This is an optimization exercise on Yosys and OpenROAD, whose aim is small area, a short achievable clock period and few clock cycles, not a production implementation. In this exercise RTL edits were held to simulation tests only and were not proved equivalent to the original. Power figures rest on the tool's default switching activity, not on a simulated workload.

## flow/design.v (module list and top-level ports; edited modules follow where they fit)
// module accelerator: 1811 lines
// module day12_fa: 10 lines
// module day12_ha: 9 lines
// module day12_top: 27 lines
module day12_top #(
    parameter MAX_REGION_W = 64,
    parameter MAX_REGION_H = 64
) (
    input  wire clk,
    input  wire rst_n,
    input  wire in_valid,
    input  wire [31:0] in_data,
    output wire in_ready,
    output wire out_valid,
    output wire [31:0] out_data,
    input  wire out_ready
);
  // ...
==> flow/run.sh <==
#!/bin/bash
# synth_recipe.tcl (not shown) runs the flow's synth.tcl, then flattens the netlist and writes it again
# the make line also repeats each setting of config.mk as NAME=value (left out here)
make -C /OpenROAD-flow-scripts/flow DESIGN_CONFIG=/design/flow/config.mk WORK_HOME=/design/flow/orfs CLKGATE_MAP_FILE= SYNTH_SCRIPT=/design/flow/synth_recipe.tcl finish
==> flow/config.mk <==
export PLATFORM = sky130hd
export DESIGN_NAME = day12_top
export DESIGN_NICKNAME = day12_top
export VERILOG_FILES = /design/flow/design.v
export SDC_FILE = /design/flow/constraint.sdc
export NUM_CORES = 4
export LEC_CHECK = 0
export CAP_MARGIN = 20
export CORE_MARGIN = 2
export CORE_UTILIZATION = 60
export CTS_BUF_LIST = sky130_fd_sc_hd__clkbuf_4
export SLEW_MARGIN = 20
export SYNTH_HIERARCHICAL = 1
==> flow/constraint.sdc <==
create_clock -name core_clock -period 14.5 [get_ports {clk}]
set_input_delay 2.9000 -clock core_clock [delete_from_list [all_inputs] [get_ports {clk}]]
set_output_delay 2.9000 -clock core_clock [all_outputs]
set_load 0.01 [all_outputs]
==> impl_results.md, run 1 <==
* HP Start: accel.r_end
* Multi-input gate area at 0.0119 mm²
* # diodes at 2
* Finished Layout Cells at 2134
* Fin area at 0.0193 mm²
* Post_cts resized at 0
* Hold Path Cell Cnt at 1
* Area-dominant class: multi-input combinational cells
* Layout area overhead at 10.5%
* Met1 Use GR at 0.452
* Run status: no timing/DRC/antenna violations
* CP Launch Point: accel.p_wh
* Crit Path Class: reg -> reg
* Initial Util at 0.609
* Die area at 0.0304 mm²
* Post-Syn Area at 0.0174 mm²
* Top cell type's share of synthesized area at 0.287
* Clock share of power at 0.383
* Max reg flops at 64
* Reg power frac at 0.455
* Post-Synthesis Cells at 1625
* Clock buffer depth at 3
* Seq/Total Area, Yosys at 0.289
* Max Used Layer: met5
* Maxcap violations at 0
* Syn avg cell area at 10.7 µm²
* Filler cells at 2282
* CP endpoint: accel.acc[12]
* Total clock sinks at 250
* Worst-path maximum fanout at 81
* Synthesized-area fraction occupied by xor and xnor cells at 0.0176
* Largest reg by FF count: accel.cells
* Final period utilization at 0.375
Testbench counts, summed over its fixed seeds: cycles 41,753.
==> run 2: changes to the inputs <==
--- a/flow/config.mk
+++ b/flow/config.mk
@@ -7,7 +7,6 @@
 export LEC_CHECK = 0
 export CAP_MARGIN = 20
 export CORE_MARGIN = 2
-export CORE_UTILIZATION = 60
-export CTS_BUF_LIST = sky130_fd_sc_hd__clkbuf_4
+export CORE_UTILIZATION = 40
 export SLEW_MARGIN = 20
 export SYNTH_HIERARCHICAL = 1
==> impl_results.md, run 2 <==
* Input/output buffers at 53 (unchanged)
* Crit Path Class: reg -> reg (unchanged)
* Reg clk slew, reported paths at 0.06 ns (was 0.07 ns)
* Most common cell after layout, fill and taps aside: nor2b_1 (unchanged)
* Vias per cell at 5.35 (was 5.92)
* DRC violation total after the first TritonRoute iteration at 1099 (was 1169)
* Synth top area cells: fa_1, dfxtp_1, nor2b_1 (unchanged)
* Post-synth cell types at 73 (unchanged)
* Total Nets Final at 2009 (was 2051)
* Worst min path class: reg -> reg (unchanged)
* Post-synth EDFFs at 3 (unchanged)
* DR WL/cell at 20.9 µm (was 22.1 µm)
* # H-tree levels at 1 (was 3)
* Post_cts resized at 0 (unchanged)
* Setup TNS at 0 ns (unchanged)
* Most frequent cells in the layout: nor2b_1, fa_1, dfxtp_1, nor2_1, mux2i_1 (was nor2b_1, fa_1, dfxtp_1, nor2_1, clkbuf_4)
* HP Start: accel.p_end (was accel.r_end)
* Required @ worst endpoint at 14.96 ns (was 15.12 ns)
* Post-Synthesis Cells at 1625 (unchanged)
* Fin area at 0.0196 mm² (was 0.0193 mm²)
* Largest registers: accel.cells (64), accel.r_data (32), accel.acc (20) (unchanged)
* Hold Slack at 0.435 ns (was 0.382 ns)
* CTS tree: yes (unchanged)
* Largest net degree at the start of global routing at 82 (unchanged)
* Post-Syn Area at 0.0174 mm² (unchanged)
* Later-pin clock latency in the skew report at 0.56 ns (was 0.74 ns)
* Largest reg by FF count: accel.cells (unchanged)
* Hpwl dp at 34.9 mm (was 33.7 mm)
* Drt pass-1 iters at 5 (unchanged)
* Maximum clock frequency at 180 MHz (was 184 MHz)
* Worst-path maximum fanout at 81 (unchanged)
* R2R setup slack at 8.94 ns (was 9.06 ns)
* Syn avg cell area at 10.7 µm² (unchanged)
* Max reg flops at 64 (unchanged)
* # diodes at 0 (was 2)
* First-pass GRT wire length at 74.6 mm (was 75.1 mm)
* Die area at 0.0453 mm² (was 0.0304 mm²)
* Die height at 213 µm (was 174 µm)
* Hold Vio Cnt, Final at 0 (unchanged)
* Row Count at 76 (was 62)
* Initial antenna violation count at 1 (was 4)
* Rel. slew slack at 0.284 (was 0.261)
* Final ANT Viol Nets at 0 (unchanged)
* Final min period at 5.56 ns (was 5.44 ns)
* Worst Tran Pin Value at 1.07 ns (was 1.11 ns)
* Share of layout cells above drive strength 1 at 0.0749 (was 0.106)
* Ys Warns at 7 (unchanged)
* Run status: no timing/DRC/antenna violations (unchanged)
* Cell with the most instances after synthesis: nor2b_1 (unchanged)
* Synth Flop Type: dfxtp_1 (unchanged)
* CP Launch Type: register (unchanged)
* Filler cells at 4029 (was 2282)
* Clock Skew at 0.0221 ns (was 0.0543 ns)
* GR Overflow Total at 0 (unchanged)
* Hold Buf Count CTS at 0 (unchanged)
* RSZ-0062 raised after global routing: no (unchanged)
* Final period utilization at 0.383 (was 0.375)
* Worst R2R Path Depth at 14 (unchanged)
* Power Density at 92.5 mW/mm² (was 89.1 mW/mm²)
* Data arrival time of the worst path at 6.02 ns (was 6.07 ns)
* Leak pwr at 8.64 nW (was 8.66 nW)
* Vias in the first global route at 12900 (was 13400)
* Placed Area at 0.0186 mm² (was 0.0184 mm²)
* Synth cell count leaders: nor2b_1, fa_1, dfxtp_1 (unchanged)
* Layout area overhead at 12.6% (was 10.5%)
* Vias at 12100 (was 12600)
* Top Ports at 70 (unchanged)
* Hold EP: accel.f_end (was accel.p_end)
* VDD IR max at 0.122 mV (was 0.0753 mV)
* Crit end category: register (unchanged)
* Hold Path Cell Cnt at 1 (unchanged)
* Global-route usage over all layers at 0.217 (was 0.323)
* Final Setup Violations at 0 (unchanged)
* Global placement routability congestion at 0.866 (was 0.894)
* Core area at 0.0431 mm² (was 0.0286 mm²)
* Top cell type's share of synthesized area at 0.287 (unchanged)
* Reg-to-Reg Start: accel.p_wh (unchanged)
* Yosys top cell by area: fa_1 (unchanged)
* Root Driver: clkbuf_16 (was clkbuf_4)
* Chip width at 213 µm (was 174 µm)
* TritonCTS Buffers at 28 (was 69)
* Seq/Total Area, Yosys at 0.289 (unchanged)
* Maxcap violations at 0 (unchanged)
* FF-to-FF End: accel.acc[11] (was accel.acc[12])
* DRC Markers at 0 (unchanged)
* Final WL at 47.4 mm (was 47.2 mm)
* Asr flop ratio synth at 0 (unchanged)
* Initial Util at 0.405 (was 0.609)
* Total clock sinks at 250 (unchanged)
* #FFs+latches synth at 250 (unchanged)
* Setup bufs post-CTS at 0 (unchanged)
* Clock buffer depth at 3 (unchanged)
* Final Max Slew Viols at 0 (unchanged)
[run 2: worst max path at each step]
stage / depth (start not counted) / start / endpoint / slack, ns
floorplan: 16 / accel.p_wh / accel.acc[10] / 10.02
global placement: 14 / accel.p_wh / accel.acc[15] / 9.17
detailed placement: 14 / accel.p_wh / accel.acc[11] / 8.96
CTS: 14 / accel.p_wh / accel.acc[11] / 8.93
global route: 15 / accel.p_wh / accel.acc[17] / 8.58
finish: 14 / accel.p_wh / accel.acc[11] / 8.94
[run 2: stage by stage]
stage / util / setup WS (ns) / power [W] / instances
after floorplan: - / 10.02 / 0.000990 / 1640
after global placement: 0.432 / 9.17 / 0.00106 / 2216
after detailed placement: 0.432 / 8.96 / 0.00107 / 2216
after CTS: 0.456 / 8.93 / 0.00183 / 2267
after global routing: 0.456 / 8.58 / 0.00190 / 2267
final: 0.456 / 8.94 / 0.00182 / 2267
[run 2: layout make-up]
class | instances | area (µm²) | share of cell area
Multi-Input combinational cell | 1255 | 11900 | 0.606
Sequential cell | 250 | 5040 | 0.257
Timing Repair Buffer | 98 | 863 | 0.0440
Clock buffer | 37 | 805 | 0.0410
Tap cell | 585 | 732 | 0.0373
Clock inverter | 14 | 196 | 0.0100
Inverter | 28 | 105 | 0.00536
[run 2: layer usage]
layer  up-vias  GRT usage  share of wire
met5         -          0              0
met4         0     0.0634          0.029
met3        82     0.0318          0.054
met2       401      0.354           0.46
met1      6144      0.300           0.45
li1       5501          -              -
[run 2: report_power, final]
| group | internal [W] | switching (W) | total (W) |
|---|---|---|---|
| registers | 0.000734 | 0.0000488 | 0.000783 |
| logic | 0.000130 | 0.000144 | 0.000274 |
| clock network | 0.000463 | 0.000296 | 0.000759 |
| total | 0.00133 | 0.000489 | 0.00182 |
[run 2: modules after synthesis, one instance, submodules excluded, excerpt]
module	area [µm²]	cells	times used	flip-flops and latches
day12_fa	20.0	1	249	0
day12_ha	12.5	1	24	0
[run 2: worst max-delay path, cell delays in order, from the launching register on]
cell and delay [ns]:
dfxtp_2 0.31, buf_4 0.62, nor2b_1 0.14, fa_1 0.41, fa_1 0.52, fa_1 0.43, ha_1 0.22, or3_1 0.41
o21ai_0 0.53, a2bb2oi_1 0.39, o31ai_1 0.12, a21oi_1 0.18, xnor2_1 0.19, nand3b_1 0.61, mux2i_1 0.38
[run 2: logic make-up (layout without fill, tap and decap cells)]
logic type	Yosys count	in the layout	synth area share
and+or+nand+nor	635	635	0.203
adders and majority gates	312	312	0.332
DFF	250	250	0.289
AOI/OAI and AO/OA	155	155	0.0661
buffers and inverters	135	177	0.0326
muxes	102	102	0.0598
xor gates and xnor gates	35	35	0.0176
other	1	16	0.000215

what the ideal ports hide:
No port has a modelled driver above. Below, the same layouts with a new extraction and two added sets of constraints. Step 1: set_driving_cell puts a clkbuf_16 on clk and a buf_2 on each other input, an assumption about the parent block. Step 2 also shifts input and output timing later by t, the mid clock arrival at the registers, as if the neighbouring blocks saw the same clock. Slacks: ideal / step 1 / step 2; pairs: ideal / step 1.
run	t (ns)	setup slack, ns	hold WS [ns]	worst setup path after step 2	worst register clock-pin slew, ns
run 1	0.760	9.055 / 9.055 / 9.055	0.382 / 0.382 / 0.382	register to register	0.07 / 0.07
run 2	0.602	8.939 / 8.939 / 8.939	0.435 / 0.435 / 0.435	register to register	0.06 / 0.06
After both steps every run listed still meets setup and hold.
